This is an optimization exercise on Yosys and OpenROAD, whose aim is small area and a short achievable clock period, not a production implementation.
Function not checked in this run: the RTL went through the layout flow alone.
No activity file was given, so power comes from the tool's default toggle rates.

--- flow/config.mk ---
export PLATFORM = sky130hd
export DESIGN_NAME = pipelined_divider
export DESIGN_NICKNAME = pipelined_divider
export VERILOG_FILES = /design/flow/design.v
export SDC_FILE = /design/flow/constraint.sdc
export NUM_CORES = 4
export LEC_CHECK = 0
export ABC_AREA = 1
export ABC_CLOCK_PERIOD_IN_PS = 3000
export CAP_MARGIN = 20
export CORE_MARGIN = 2
export CORE_UTILIZATION = 50
export CTS_CLUSTER_DIAMETER = 80
export CTS_CLUSTER_SIZE = 30
export SETUP_SLACK_MARGIN = 4.25
export SLEW_MARGIN = 20
--- flow/constraint.sdc ---
create_clock -name core_clock -period 7.0 [get_ports {clock}]
set_input_delay 1.4000 -clock core_clock [delete_from_list [all_inputs] [get_ports {clock}]]
set_output_delay 1.4000 -clock core_clock [all_outputs]
set_load 0.01 [all_outputs]
--- flow/design.v ---
`timescale 1ns/100ps
module pipelined_divider (input             clock,
                          input             reset,
                          input             input_valid,
                          input       [5:0] input_tag,
                          input      [23:0] divisor,
                          input      [31:0] dividend,
                          output reg        output_valid,
                          output reg  [5:0] output_tag,
                          output reg [31:0] quotient,
                          output reg [31:0] remainder);
    reg        v0;
    reg  [5:0] t0;
    reg [31:0] a0;
    reg [23:0] d0;
    reg        z0;
    reg        n0;
    wire       in_z = (divisor == 24'd0);
    always @(posedge clock) begin
        v0 <= reset ? 1'b0 : input_valid;
        t0 <= input_tag;
        a0 <= dividend ^ {32{dividend[31]}};   
        d0 <= {divisor[23:1], divisor[0] | in_z};
        z0 <= in_z;
        n0 <= dividend[31];
    end
    wire [31:0] x0 = a0;
    wire [1:0] x2 = {x0[31], x0[30]};
    wire [1:0] dl2 = d0[1:0];
    wire hz2 = (d0[23:2] == 22'd0);
    wire [3:0] dl2_3 = {2'd0, dl2} + {1'd0, dl2, 1'b0};
    wire [4:0] s2_1 = {3'd0, x2} - {3'd0, dl2};
    wire [4:0] s2_2 = {3'd0, x2} - {2'd0, dl2, 1'b0};
    wire [4:0] s2_3 = {3'd0, x2} - {1'd0, dl2_3};
    wire c2_1 = hz2 & ~s2_1[4], c2_2 = hz2 & ~s2_2[4], c2_3 = hz2 & ~s2_3[4];
    wire [1:0] r2_c = c2_2 ? (c2_3 ? s2_3[1:0] : s2_2[1:0]) : (c2_1 ? s2_1[1:0] : x2[1:0]);
    wire [3:0] x4 = {r2_c, x0[29], x0[28]};
    wire [3:0] dl4 = d0[3:0];
    wire hz4 = (d0[23:4] == 20'd0);
    wire [5:0] dl4_3 = {2'd0, dl4} + {1'd0, dl4, 1'b0};
    wire [6:0] s4_1 = {3'd0, x4} - {3'd0, dl4};
    wire [6:0] s4_2 = {3'd0, x4} - {2'd0, dl4, 1'b0};
    wire [6:0] s4_3 = {3'd0, x4} - {1'd0, dl4_3};
    wire c4_1 = hz4 & ~s4_1[6], c4_2 = hz4 & ~s4_2[6], c4_3 = hz4 & ~s4_3[6];
    wire [3:0] r4_c = c4_2 ? (c4_3 ? s4_3[3:0] : s4_2[3:0]) : (c4_1 ? s4_1[3:0] : x4[3:0]);
    reg        v1, n1, z1;
    reg  [5:0] t1;
    reg [23:0] d1;
    reg [27:0] a1;
    reg [31:28] q1;
    reg [3:0] r1;
    always @(posedge clock) begin
        v1 <= reset ? 1'b0 : v0;
        t1 <= t0;
        n1 <= n0;
        z1 <= z0;
        d1 <= d0;
        a1 <= x0[27:0];
        q1 <= {c2_2, (c2_2 ? c2_3 : c2_1), c4_2, (c4_2 ? c4_3 : c4_1)};
        r1 <= r4_c;
    end
    wire [5:0] x6 = {r1, a1[27], a1[26]};
    wire [5:0] dl6 = d1[5:0];
    wire hz6 = (d1[23:6] == 18'd0);
    wire [7:0] dl6_3 = {2'd0, dl6} + {1'd0, dl6, 1'b0};
    wire [8:0] s6_1 = {3'd0, x6} - {3'd0, dl6};
    wire [8:0] s6_2 = {3'd0, x6} - {2'd0, dl6, 1'b0};
    wire [8:0] s6_3 = {3'd0, x6} - {1'd0, dl6_3};
    wire c6_1 = hz6 & ~s6_1[8], c6_2 = hz6 & ~s6_2[8], c6_3 = hz6 & ~s6_3[8];
    wire [5:0] r6_c = c6_2 ? (c6_3 ? s6_3[5:0] : s6_2[5:0]) : (c6_1 ? s6_1[5:0] : x6[5:0]);
    reg        v2, n2, z2;
    reg  [5:0] t2;
    reg [23:0] d2;
    reg [25:0] a2;
    reg [31:26] q2;
    reg [5:0] r2;
    always @(posedge clock) begin
        v2 <= reset ? 1'b0 : v1;
        t2 <= t1;
        n2 <= n1;
        z2 <= z1;
        d2 <= d1;
        a2 <= a1[25:0];
        q2 <= {q1, c6_2, (c6_2 ? c6_3 : c6_1)};
        r2 <= r6_c;
    end
    wire [7:0] x8 = {r2, a2[25], a2[24]};
    wire [7:0] dl8 = d2[7:0];
    wire hz8 = (d2[23:8] == 16'd0);
    wire [9:0] dl8_3 = {2'd0, dl8} + {1'd0, dl8, 1'b0};
    wire [10:0] s8_1 = {3'd0, x8} - {3'd0, dl8};
    wire [10:0] s8_2 = {3'd0, x8} - {2'd0, dl8, 1'b0};
    wire [10:0] s8_3 = {3'd0, x8} - {1'd0, dl8_3};
    wire c8_1 = hz8 & ~s8_1[10], c8_2 = hz8 & ~s8_2[10], c8_3 = hz8 & ~s8_3[10];
    wire [7:0] r8_c = c8_2 ? (c8_3 ? s8_3[7:0] : s8_2[7:0]) : (c8_1 ? s8_1[7:0] : x8[7:0]);
    reg        v3, n3, z3;
    reg  [5:0] t3;
    reg [23:0] d3;
    reg [23:0] a3;
    reg [31:24] q3;
    reg [7:0] r3;
    always @(posedge clock) begin
        v3 <= reset ? 1'b0 : v2;
        t3 <= t2;
        n3 <= n2;
        z3 <= z2;
        d3 <= d2;
        a3 <= a2[23:0];
        q3 <= {q2, c8_2, (c8_2 ? c8_3 : c8_1)};
        r3 <= r8_c;
    end
    wire [9:0] x10 = {r3, a3[23], a3[22]};
    wire [9:0] dl10 = d3[9:0];
    wire hz10 = (d3[23:10] == 14'd0);
    wire [11:0] dl10_3 = {2'd0, dl10} + {1'd0, dl10, 1'b0};
    wire [12:0] s10_1 = {3'd0, x10} - {3'd0, dl10};
    wire [12:0] s10_2 = {3'd0, x10} - {2'd0, dl10, 1'b0};
    wire [12:0] s10_3 = {3'd0, x10} - {1'd0, dl10_3};
    wire c10_1 = hz10 & ~s10_1[12], c10_2 = hz10 & ~s10_2[12], c10_3 = hz10 & ~s10_3[12];
    wire [9:0] r10_c = c10_2 ? (c10_3 ? s10_3[9:0] : s10_2[9:0]) : (c10_1 ? s10_1[9:0] : x10[9:0]);
    reg        v4, n4, z4;
    reg  [5:0] t4;
    reg [23:0] d4;
    reg [21:0] a4;
    reg [31:22] q4;
    reg [9:0] r4;
    always @(posedge clock) begin
        v4 <= reset ? 1'b0 : v3;
        t4 <= t3;
        n4 <= n3;
        z4 <= z3;
        d4 <= d3;
        a4 <= a3[21:0];
        q4 <= {q3, c10_2, (c10_2 ? c10_3 : c10_1)};
        r4 <= r10_c;
    end
    wire [11:0] x12 = {r4, a4[21], a4[20]};
    wire [11:0] dl12 = d4[11:0];
    wire hz12 = (d4[23:12] == 12'd0);
    wire [13:0] dl12_3 = {2'd0, dl12} + {1'd0, dl12, 1'b0};
    wire [14:0] s12_1 = {3'd0, x12} - {3'd0, dl12};
    wire [14:0] s12_2 = {3'd0, x12} - {2'd0, dl12, 1'b0};
    wire [14:0] s12_3 = {3'd0, x12} - {1'd0, dl12_3};
    wire c12_1 = hz12 & ~s12_1[14], c12_2 = hz12 & ~s12_2[14], c12_3 = hz12 & ~s12_3[14];
    wire [11:0] r12_c = c12_2 ? (c12_3 ? s12_3[11:0] : s12_2[11:0]) : (c12_1 ? s12_1[11:0] : x12[11:0]);
    reg        v5, n5, z5;
    reg  [5:0] t5;
    reg [23:0] d5;
    reg [19:0] a5;
    reg [31:20] q5;
    reg [11:0] r5;
    always @(posedge clock) begin
        v5 <= reset ? 1'b0 : v4;
        t5 <= t4;
        n5 <= n4;
        z5 <= z4;
        d5 <= d4;
        a5 <= a4[19:0];
        q5 <= {q4, c12_2, (c12_2 ? c12_3 : c12_1)};
        r5 <= r12_c;
    end
    wire [13:0] x14 = {r5, a5[19], a5[18]};
    wire [13:0] dl14 = d5[13:0];
    wire hz14 = (d5[23:14] == 10'd0);
    wire [15:0] dl14_3 = {2'd0, dl14} + {1'd0, dl14, 1'b0};
    wire [16:0] s14_1 = {3'd0, x14} - {3'd0, dl14};
    wire [16:0] s14_2 = {3'd0, x14} - {2'd0, dl14, 1'b0};
    wire [16:0] s14_3 = {3'd0, x14} - {1'd0, dl14_3};
    wire c14_1 = hz14 & ~s14_1[16], c14_2 = hz14 & ~s14_2[16], c14_3 = hz14 & ~s14_3[16];
    wire [13:0] r14_c = c14_2 ? (c14_3 ? s14_3[13:0] : s14_2[13:0]) : (c14_1 ? s14_1[13:0] : x14[13:0]);
    reg        v6, n6, z6;
    reg  [5:0] t6;
    reg [23:0] d6;
    reg [17:0] a6;
    reg [31:18] q6;
    reg [13:0] r6;
    always @(posedge clock) begin
        v6 <= reset ? 1'b0 : v5;
        t6 <= t5;
        n6 <= n5;
        z6 <= z5;
        d6 <= d5;
        a6 <= a5[17:0];
        q6 <= {q5, c14_2, (c14_2 ? c14_3 : c14_1)};
        r6 <= r14_c;
    end
    wire [15:0] x16 = {r6, a6[17], a6[16]};
    wire [15:0] dl16 = d6[15:0];
    wire hz16 = (d6[23:16] == 8'd0);
    wire [17:0] dl16_3 = {2'd0, dl16} + {1'd0, dl16, 1'b0};
    wire [18:0] s16_1 = {3'd0, x16} - {3'd0, dl16};
    wire [18:0] s16_2 = {3'd0, x16} - {2'd0, dl16, 1'b0};
    wire [18:0] s16_3 = {3'd0, x16} - {1'd0, dl16_3};
    wire c16_1 = hz16 & ~s16_1[18], c16_2 = hz16 & ~s16_2[18], c16_3 = hz16 & ~s16_3[18];
    wire [15:0] r16_c = c16_2 ? (c16_3 ? s16_3[15:0] : s16_2[15:0]) : (c16_1 ? s16_1[15:0] : x16[15:0]);
    reg        v7, n7, z7;
    reg  [5:0] t7;
    reg [23:0] d7;
    reg [15:0] a7;
    reg [31:16] q7;
    reg [15:0] r7;
    always @(posedge clock) begin
        v7 <= reset ? 1'b0 : v6;
        t7 <= t6;
        n7 <= n6;
        z7 <= z6;
        d7 <= d6;
        a7 <= a6[15:0];
        q7 <= {q6, c16_2, (c16_2 ? c16_3 : c16_1)};
        r7 <= r16_c;
    end
    wire [17:0] x18 = {r7, a7[15], a7[14]};
    wire [17:0] dl18 = d7[17:0];
    wire hz18 = (d7[23:18] == 6'd0);
    wire [19:0] dl18_3 = {2'd0, dl18} + {1'd0, dl18, 1'b0};
    wire [20:0] s18_1 = {3'd0, x18} - {3'd0, dl18};
    wire [20:0] s18_2 = {3'd0, x18} - {2'd0, dl18, 1'b0};
    wire [20:0] s18_3 = {3'd0, x18} - {1'd0, dl18_3};
    wire c18_1 = hz18 & ~s18_1[20], c18_2 = hz18 & ~s18_2[20], c18_3 = hz18 & ~s18_3[20];
    wire [17:0] r18_c = c18_2 ? (c18_3 ? s18_3[17:0] : s18_2[17:0]) : (c18_1 ? s18_1[17:0] : x18[17:0]);
    reg        v8, n8, z8;
    reg  [5:0] t8;
    reg [23:0] d8;
    reg [25:0] d3_8;
    reg [13:0] a8;
    reg [31:14] q8;
    reg [17:0] r8;
    always @(posedge clock) begin
        v8 <= reset ? 1'b0 : v7;
        t8 <= t7;
        n8 <= n7;
        z8 <= z7;
        d8 <= d7;
        d3_8 <= {2'd0, d7} + {1'd0, d7, 1'b0};
        a8 <= a7[13:0];
        q8 <= {q7, c18_2, (c18_2 ? c18_3 : c18_1)};
        r8 <= r18_c;
    end
    wire [19:0] x20 = {r8, a8[13], a8[12]};
    wire [26:0] s20_1 = {7'd0, x20} - {3'd0, d8};
    wire [26:0] s20_2 = {7'd0, x20} - {2'd0, d8, 1'b0};
    wire [26:0] s20_3 = {7'd0, x20} - {1'd0, d3_8};
    wire c20_1 = ~s20_1[26], c20_2 = ~s20_2[26], c20_3 = ~s20_3[26];
    wire [19:0] r20_c = c20_2 ? (c20_3 ? s20_3[19:0] : s20_2[19:0]) : (c20_1 ? s20_1[19:0] : x20[19:0]);
    reg        v9, n9, z9;
    reg  [5:0] t9;
    reg [23:0] d9;
    reg [25:0] d3_9;
    reg [11:0] a9;
    reg [31:12] q9;
    reg [19:0] r9;
    always @(posedge clock) begin
        v9 <= reset ? 1'b0 : v8;
        t9 <= t8;
        n9 <= n8;
        z9 <= z8;
        d9 <= d8;
        d3_9 <= d3_8;
        a9 <= a8[11:0];
        q9 <= {q8, c20_2, (c20_2 ? c20_3 : c20_1)};
        r9 <= r20_c;
    end
    wire [21:0] x22 = {r9, a9[11], a9[10]};
    wire [26:0] s22_1 = {5'd0, x22} - {3'd0, d9};
    wire [26:0] s22_2 = {5'd0, x22} - {2'd0, d9, 1'b0};
    wire [26:0] s22_3 = {5'd0, x22} - {1'd0, d3_9};
    wire c22_1 = ~s22_1[26], c22_2 = ~s22_2[26], c22_3 = ~s22_3[26];
    wire [21:0] r22_c = c22_2 ? (c22_3 ? s22_3[21:0] : s22_2[21:0]) : (c22_1 ? s22_1[21:0] : x22[21:0]);
    reg        v10, n10, z10;
    reg  [5:0] t10;
    reg [23:0] d10;
    reg [25:0] d3_10;
    reg [9:0] a10;
    reg [31:10] q10;
    reg [21:0] r10;
    always @(posedge clock) begin
        v10 <= reset ? 1'b0 : v9;
        t10 <= t9;
        n10 <= n9;
        z10 <= z9;
        d10 <= d9;
        d3_10 <= d3_9;
        a10 <= a9[9:0];
        q10 <= {q9, c22_2, (c22_2 ? c22_3 : c22_1)};
        r10 <= r22_c;
    end
    wire [23:0] x24 = {r10, a10[9], a10[8]};
    wire [26:0] s24_1 = {3'd0, x24} - {3'd0, d10};
    wire [26:0] s24_2 = {3'd0, x24} - {2'd0, d10, 1'b0};
    wire [26:0] s24_3 = {3'd0, x24} - {1'd0, d3_10};
    wire c24_1 = ~s24_1[26], c24_2 = ~s24_2[26], c24_3 = ~s24_3[26];
    wire [23:0] r24_c = c24_2 ? (c24_3 ? s24_3[23:0] : s24_2[23:0]) : (c24_1 ? s24_1[23:0] : x24[23:0]);
    reg        v11, n11, z11;
    reg  [5:0] t11;
    reg [23:0] d11;
    reg [25:0] d3_11;
    reg [7:0] a11;
    reg [31:8] q11;
    reg [23:0] r11;
    always @(posedge clock) begin
        v11 <= reset ? 1'b0 : v10;
        t11 <= t10;
        n11 <= n10;
        z11 <= z10;
        d11 <= d10;
        d3_11 <= d3_10;
        a11 <= a10[7:0];
        q11 <= {q10, c24_2, (c24_2 ? c24_3 : c24_1)};
        r11 <= r24_c;
    end
    wire [25:0] x26 = {r11, a11[7], a11[6]};
    wire [26:0] s26_1 = {1'd0, x26} - {3'd0, d11};
    wire [26:0] s26_2 = {1'd0, x26} - {2'd0, d11, 1'b0};
    wire [26:0] s26_3 = {1'd0, x26} - {1'd0, d3_11};
    wire c26_1 = ~s26_1[26], c26_2 = ~s26_2[26], c26_3 = ~s26_3[26];
    wire [23:0] r26_c = c26_2 ? (c26_3 ? s26_3[23:0] : s26_2[23:0]) : (c26_1 ? s26_1[23:0] : x26[23:0]);
    reg        v12, n12, z12;
    reg  [5:0] t12;
    reg [23:0] d12;
    reg [25:0] d3_12;
    reg [5:0] a12;
    reg [31:6] q12;
    reg [23:0] r12;
    always @(posedge clock) begin
        v12 <= reset ? 1'b0 : v11;
        t12 <= t11;
        n12 <= n11;
        z12 <= z11;
        d12 <= d11;
        d3_12 <= d3_11;
        a12 <= a11[5:0];
        q12 <= {q11, c26_2, (c26_2 ? c26_3 : c26_1)};
        r12 <= r26_c;
    end
    wire [25:0] x28 = {r12, a12[5], a12[4]};
    wire [26:0] s28_1 = {1'd0, x28} - {3'd0, d12};
    wire [26:0] s28_2 = {1'd0, x28} - {2'd0, d12, 1'b0};
    wire [26:0] s28_3 = {1'd0, x28} - {1'd0, d3_12};
    wire c28_1 = ~s28_1[26], c28_2 = ~s28_2[26], c28_3 = ~s28_3[26];
    wire [23:0] r28_c = c28_2 ? (c28_3 ? s28_3[23:0] : s28_2[23:0]) : (c28_1 ? s28_1[23:0] : x28[23:0]);
    reg        v13, n13, z13;
    reg  [5:0] t13;
    reg [23:0] d13;
    reg [25:0] d3_13;
    reg [3:0] a13;
    reg [31:4] q13;
    reg [23:0] r13;
    always @(posedge clock) begin
        v13 <= reset ? 1'b0 : v12;
        t13 <= t12;
        n13 <= n12;
        z13 <= z12;
        d13 <= d12;
        d3_13 <= d3_12;
        a13 <= a12[3:0];
        q13 <= {q12, c28_2, (c28_2 ? c28_3 : c28_1)};
        r13 <= r28_c;
    end
    wire [25:0] x30 = {r13, a13[3], a13[2]};
    wire [26:0] s30_1 = {1'd0, x30} - {3'd0, d13};
    wire [26:0] s30_2 = {1'd0, x30} - {2'd0, d13, 1'b0};
    wire [26:0] s30_3 = {1'd0, x30} - {1'd0, d3_13};
    wire c30_1 = ~s30_1[26], c30_2 = ~s30_2[26], c30_3 = ~s30_3[26];
    wire [23:0] r30_c = c30_2 ? (c30_3 ? s30_3[23:0] : s30_2[23:0]) : (c30_1 ? s30_1[23:0] : x30[23:0]);
    reg        v14, n14, z14;
    reg  [5:0] t14;
    reg [23:0] d14;
    reg [1:0] a14;
    reg [31:2] q14;
    reg [23:0] r14;
    always @(posedge clock) begin
        v14 <= reset ? 1'b0 : v13;
        t14 <= t13;
        n14 <= n13;
        z14 <= z13;
        d14 <= d13;
        a14 <= a13[1:0];
        q14 <= {q13, c30_2, (c30_2 ? c30_3 : c30_1)};
        r14 <= r30_c;
    end
    wire [24:0] p31 = {r14, a14[1]};
    wire [25:0] s31 = {1'b0, p31} - {2'b0, d14};
    wire g31 = ~s31[25];
    wire [23:0] r31_c = g31 ? s31[23:0] : p31[23:0];
    reg        v15, n15, z15;
    reg  [5:0] t15;
    reg [23:0] d15;
    reg [0:0] a15;
    reg [31:1] q15;
    reg [23:0] r15;
    always @(posedge clock) begin
        v15 <= reset ? 1'b0 : v14;
        t15 <= t14;
        n15 <= n14;
        z15 <= z14;
        d15 <= d14;
        a15 <= a14[0:0];
        q15 <= {q14, g31};
        r15 <= r31_c;
    end
    wire [24:0] xf = {r15, a15[0]};
    wire [25:0] sf = {1'b0, xf} - {2'd0, d15};
    wire        gf = ~sf[25];
    wire [31:0] qf = {q15, gf};
    wire [25:0] xi = {1'b0, xf} + 26'd1;
    wire        e0 = (xi == {2'd0, d15});         
    wire        e1 = (xi == {1'b0, d15, 1'b0});   
    wire [30:0] qhn = -q15;
    wire [30:0] qsh = n15 ? ((gf | e0) ? ~q15 : qhn) : q15;
    wire        qs0 = gf ^ (n15 & (gf ? e1 : e0));
    wire [31:0] qs = {qsh, qs0};
    wire [23:0] rg1 = n15 ? (e1 ? 24'd0 : ~sf[23:0]) : sf[23:0];
    wire [23:0] rg0 = n15 ? (e0 ? 24'd0 : ~xf[23:0]) : xf[23:0];
    wire [7:0]  rs8 = {8{n15 & ~(gf ? e1 : e0)}};
    wire [31:0] rs = {rs8, gf ? rg1 : rg0};
    wire [31:0] qa = qf ^ {32{n15}};   
    always @(posedge clock) begin
        output_valid <= reset ? 1'b0 : v15;
        output_tag <= t15;
        quotient <= z15 ? {{31{~n15}}, 1'b1} : qs;
        remainder <= z15 ? qa : rs;
    end
endmodule
--- flow/flow/run.sh ---
#!/bin/bash
set -euo pipefail
here=$(cd "$(dirname "$0")" && pwd)
source "$here/vars.sh"
bash standard.sh > flow.log 2>&1
--- flow/flow/vars.sh ---
# ORFS variables for this flow (see run.sh)
# No full-adder cell mapping in synthesis: ABC maps the adders itself.
export ADDER_MAP_FILE=
# Port buffers: a plain buffer rather than the default pick (a delay cell).
export BUFFER_PORTS_ARGS="-buffer_cell sky130_fd_sc_hd__buf_2"
--- flow/standard.sh ---
#!/bin/bash
# synth_recipe.tcl (not shown) runs the flow's synth.tcl, then flattens the netlist and writes it again
# the make line also repeats each setting of config.mk as NAME=value (left out here)
make -C /OpenROAD-flow-scripts/flow DESIGN_CONFIG=/design/flow/config.mk WORK_HOME=/design/flow/orfs CLKGATE_MAP_FILE= SYNTH_SCRIPT=/design/flow/synth_recipe.tcl "${@:-finish}"
==> run notes <==
cells in the mapped netlist (all sizes together), types with 2 or more instances:
master,number
o21a,39
nand3,764
nor2,2231
nor4,59
a31o,3
xor2,385
a21o,13
o21bai,76
o211ai,143
and3,10
nand2b,2
a2111oi,2
nand4,158
nor3b,3
a21boi,77
or3,2
inv,1779
o21ai,803
clkbuf,58
nand3b,48
a221oi,2
o2111ai,3
o31ai,3
buf,127
and2,7
a311oi,4
a21oi,763
mux2i,7
clkinv,2
or2,116
dfxtp,1510
o221ai,5
nor3,149
a31oi,51
nand2,3454
a211oi,13
o22ai,20
xnor2,172
worst max-delay path: cells and delay by family, from the launching register on:
kind / cells / cell delay [ns]
and+or+nand+nor: 4 / 0.57
DFF: 1 / 0.46
AOI/OAI and AO/OA: 6 / 1.12
buffers and inverters: 4 / 0.59
layout make-up:
class,instances,area (µm²)
diodes,11,27.53
clock buffers,94,2297
inverters,1781,6845
well taps,2189,2739
clock inverters,62,1121
repair buffers,369,3055
fillers,16200,69870
flip-flops and latches,1510,30730
repair inverters,4,27.53
multi-input cells,9613,48080
cells by family (layout without fill, tap and decap cells):
| group | Yosys count | count (layout) | synth area share |
|---|---|---|---|
| AOI/OAI and AO/OA | 2026 | 2028 | 0.1366 |
| xor gates and xnor gates | 558 | 558 | 0.05917 |
| buffers and inverters | 1966 | 2310 | 0.09193 |
| DFF | 1510 | 1510 | 0.3644 |
| muxes | 7 | 7 | 0.0008447 |
| other | 1 | 12 | 0.00004520 |
| and+or+nand+nor | 7004 | 7019 | 0.3470 |
power groups by stage:
stage	logic [mW]	registers (mW)	clock network, mW
finish	19.0	11.7	6.33
global route	20.5	11.7	6.78
floorplan	11.5	10.6	0
global placement	16.1	11.6	0
detailed placement	16.2	11.6	0
CTS	16.9	11.5	6.45
state kept, by name, summed over array words and instances (netlist names), 28 cells and up:
| register | flops |
|---|---|
| a0 | 31 |
| a1 | 28 |
| q13 | 28 |
| remainder | 32 |
| q15 | 31 |
| q14 | 30 |
| quotient | 32 |
layer usage:
metal	wire length, µm	up-vias	global-route usage
li1	-	42060	-
met1	132500	40380	0.4744
met2	136400	4386	0.5421
met3	30820	821	0.06011
met4	20090	8	0.1946
met5	46	-	0
how the worst min path moves through the flow:
| stage | cells after the start | end | slack (ns) | start |
|---|---|---|---|---|
| final | 0 | q15[15] | 0.29 | q14[15] |
| after global placement | 0 | t13[1] | 0.31 | t12[1] |
| after floorplan | 0 | a10[0] | 0.31 | a9[0] |
| after detailed placement | 0 | a10[2] | 0.31 | a9[2] |
| after global routing | 0 | q15[15] | 0.31 | q14[15] |
| after CTS | 0 | q15[15] | 0.28 | q14[15] |
through the flow:
stage	total power, mW	setup WS (ns)	hold WS, ns	area [µm²]
4_1_cts	34.82	4.205	0.2817	90920
2_1_floorplan	22.16	4.768	0.3096	82960
3_5_place_dp	27.72	3.051	0.3121	85670
5_1_grt	38.97	4.110	0.3051	94910
6_report	36.97	4.191	0.2859	94930
3_3_place_gp	27.72	3.088	0.3097	85670
layout by cell type (no fill, tap or decap), types with 48 or more instances in the layout:
cell type / Yosys / final
nand3_1: 759 / 730
o21bai_1: 74 / 71
nand2_2: 16 / 92
dfxtp_2: 0 / 199
nor2_4: 9 / 79
buf_2: 88 / 131
o211ai_1: 143 / 143
dfxtp_4: 0 / 68
o21ai_1: 41 / 87
nor2_1: 2209 / 1903
a31oi_1: 50 / 48
inv_2: 32 / 58
o21ai_0: 750 / 664
nand4_1: 151 / 151
clkbuf_16: 0 / 100
nor4_1: 59 / 51
nand2_1: 3435 / 3326
nand3b_1: 48 / 48
xor2_1: 385 / 382
or2_2: 108 / 107
nor3_1: 146 / 124
buf_4: 20 / 177
dfxtp_1: 1510 / 1243
xnor2_1: 171 / 161
inv_1: 1747 / 1690
nor2_2: 13 / 249
a21oi_1: 759 / 720
timing repair:
action | CTS | global route
endpoints found under the setup margin | 318 | 318
pin swaps | 22 | 96
setup buffers | 39 | 151
cloned | 12 | 22
gates resized for setup | 510 | 851
==> summary.txt <==
# port buffers = 135
DRC Markers = 0
number of synthesized register bits = 1,510
Tcrit/Tclk final = 0.4013
CP arrival = 3.50 ns
CP max-delay cell = dfxtp_2
Psw = 18.36 mW
Vias = 87,650
reg2reg setup slack = 4.19 ns
crit path to = r13[6]
first-pass GRT wire length = 463,000 µm
GPL Wtd Cong = 1.104
leak pwr = 46.56 nW
Cells after DPL = 15,240
routed wire length = 319,800 µm
num rows = 149
Syn-to-layout area delta = 14.44%
overall die height = 411.3 µm
share of the synthesized area in the top cell type = 0.3644
R2R cell count = 14
Reg clk slew, reported paths = 0.11 ns
DRT Pass-1 Iters = 9
RSZ-0062 raised after global routing = yes
final std cells w/o fill = 15,630
largest cells by area after synthesis = dfxtp_1, nand2_1, nor2_1
core area = 164,800 µm²
post-route ant nets = 0
full die area = 169,200 µm²
post-layout min period = 2.809 ns
FF-to-FF Start = r12[15]
Synth Cell Area = 82,960 µm²
final clock skew = 0.06369 ns
Vias per Instance = 5.607
Layout Nets = 13,430
pwr dens = 389.4 nW/µm²
antenna violations before repair = 15
Skew-Pair Late Insertion Delay = 0.81 ns
Hold Fails Final Rpt = 0
Ports = 136
Ys Warns = 1
outcome = finished clean
clock sink total = 1,510
Slew HR = 0.1690
kind of critical path = reg -> reg
Synth async-reset ratio = 0
startpoint types = register
Hold Crit Class = reg -> reg
fmax = 0.3560 GHz
Crit path largest cell delay = 0.46 ns
RR Endpoint = r13[6]
gr ovfl total = 0
Worst VDD drop = 325.2 µV
Comb pwr share = 0.514
post-DR wirelength/cell = 20.46 µm
total negative slack = 0 ns
maxcap violations = 0
Mapped Nets = 13,140
post-layout util = 0.5760
Post-synth EDFFs = 0
largest net degree at the start of global routing = 82
vias in the first global route = 79,320
initial drt markers = 10,070
layout cells sized above 1 = 0.1256
worst slew pin tran = 1.242 ns
CP required = 7.69 ns
root buf cell = clkbuf_16
clk buf depth = 3
Reg power frac = 0.315
GR Util All Layers = 0.3543
sequential area share after synthesis = 0.3644
mean post-synth cell area = 6.346 µm²
Sw Ratio = 0.4967
count of different cell masters after synthesis = 76
clock share of power = 0.171
Initial Util = 0.5034
TritonCTS buffer count = 90
CTS tree = yes
CP max FO = 15
area leader, netlist = dfxtp_1
Final HPWL DP = 251,400 µm
CP dominant cell by count = a21oi_2
# hold bufs at CTS = 0
Die Wd = 411.3 µm
Final Setup Violations = 0
Synth Instances = 13,070
Worst Setup SP = r12[15]
cell chain of the critical path = inv_1 > nor2_2 > nor2_1 > a21oi_1 > o21ai_1 > a21oi_2 > o211ai_1 > nor2_4 > buf_6 > clkinvlp_4 > buf_12 > a21oi_2 > o21ai_0 > nand2_1
Max H-tree Level = 3
Internal Power = 18.61 mW
Critical Path End Type = register
pins over their slew limit = 0
Top FF cell, synth = dfxtp_1

==> separate check: timing with driven ports <==
How much do the figures lean on ideal ports? The routed layout below was timed once more, with nothing changed but the port constraints.
Step 1, drivers: a clkbuf_16 drives clock and a buf_2 each remaining input, both assumed.
Step 2 times the ports against the registers' clock, not the clock port: input delays grow and output delays shrink by t, the midpoint of the rising clock arrivals with the driver on.
a / b / c = no drivers / after step 1 / after step 2; a / b = the first two.
t (ns): 0.859
setup WS [ns]: 4.191 / 4.191 / 4.136
worst slew at a driven data input, ns: 0.13
After both steps this run still meets setup and hold. For this run, drivers alone change the setup slack by 0.000 ns; drivers and shift together by -0.055 ns.
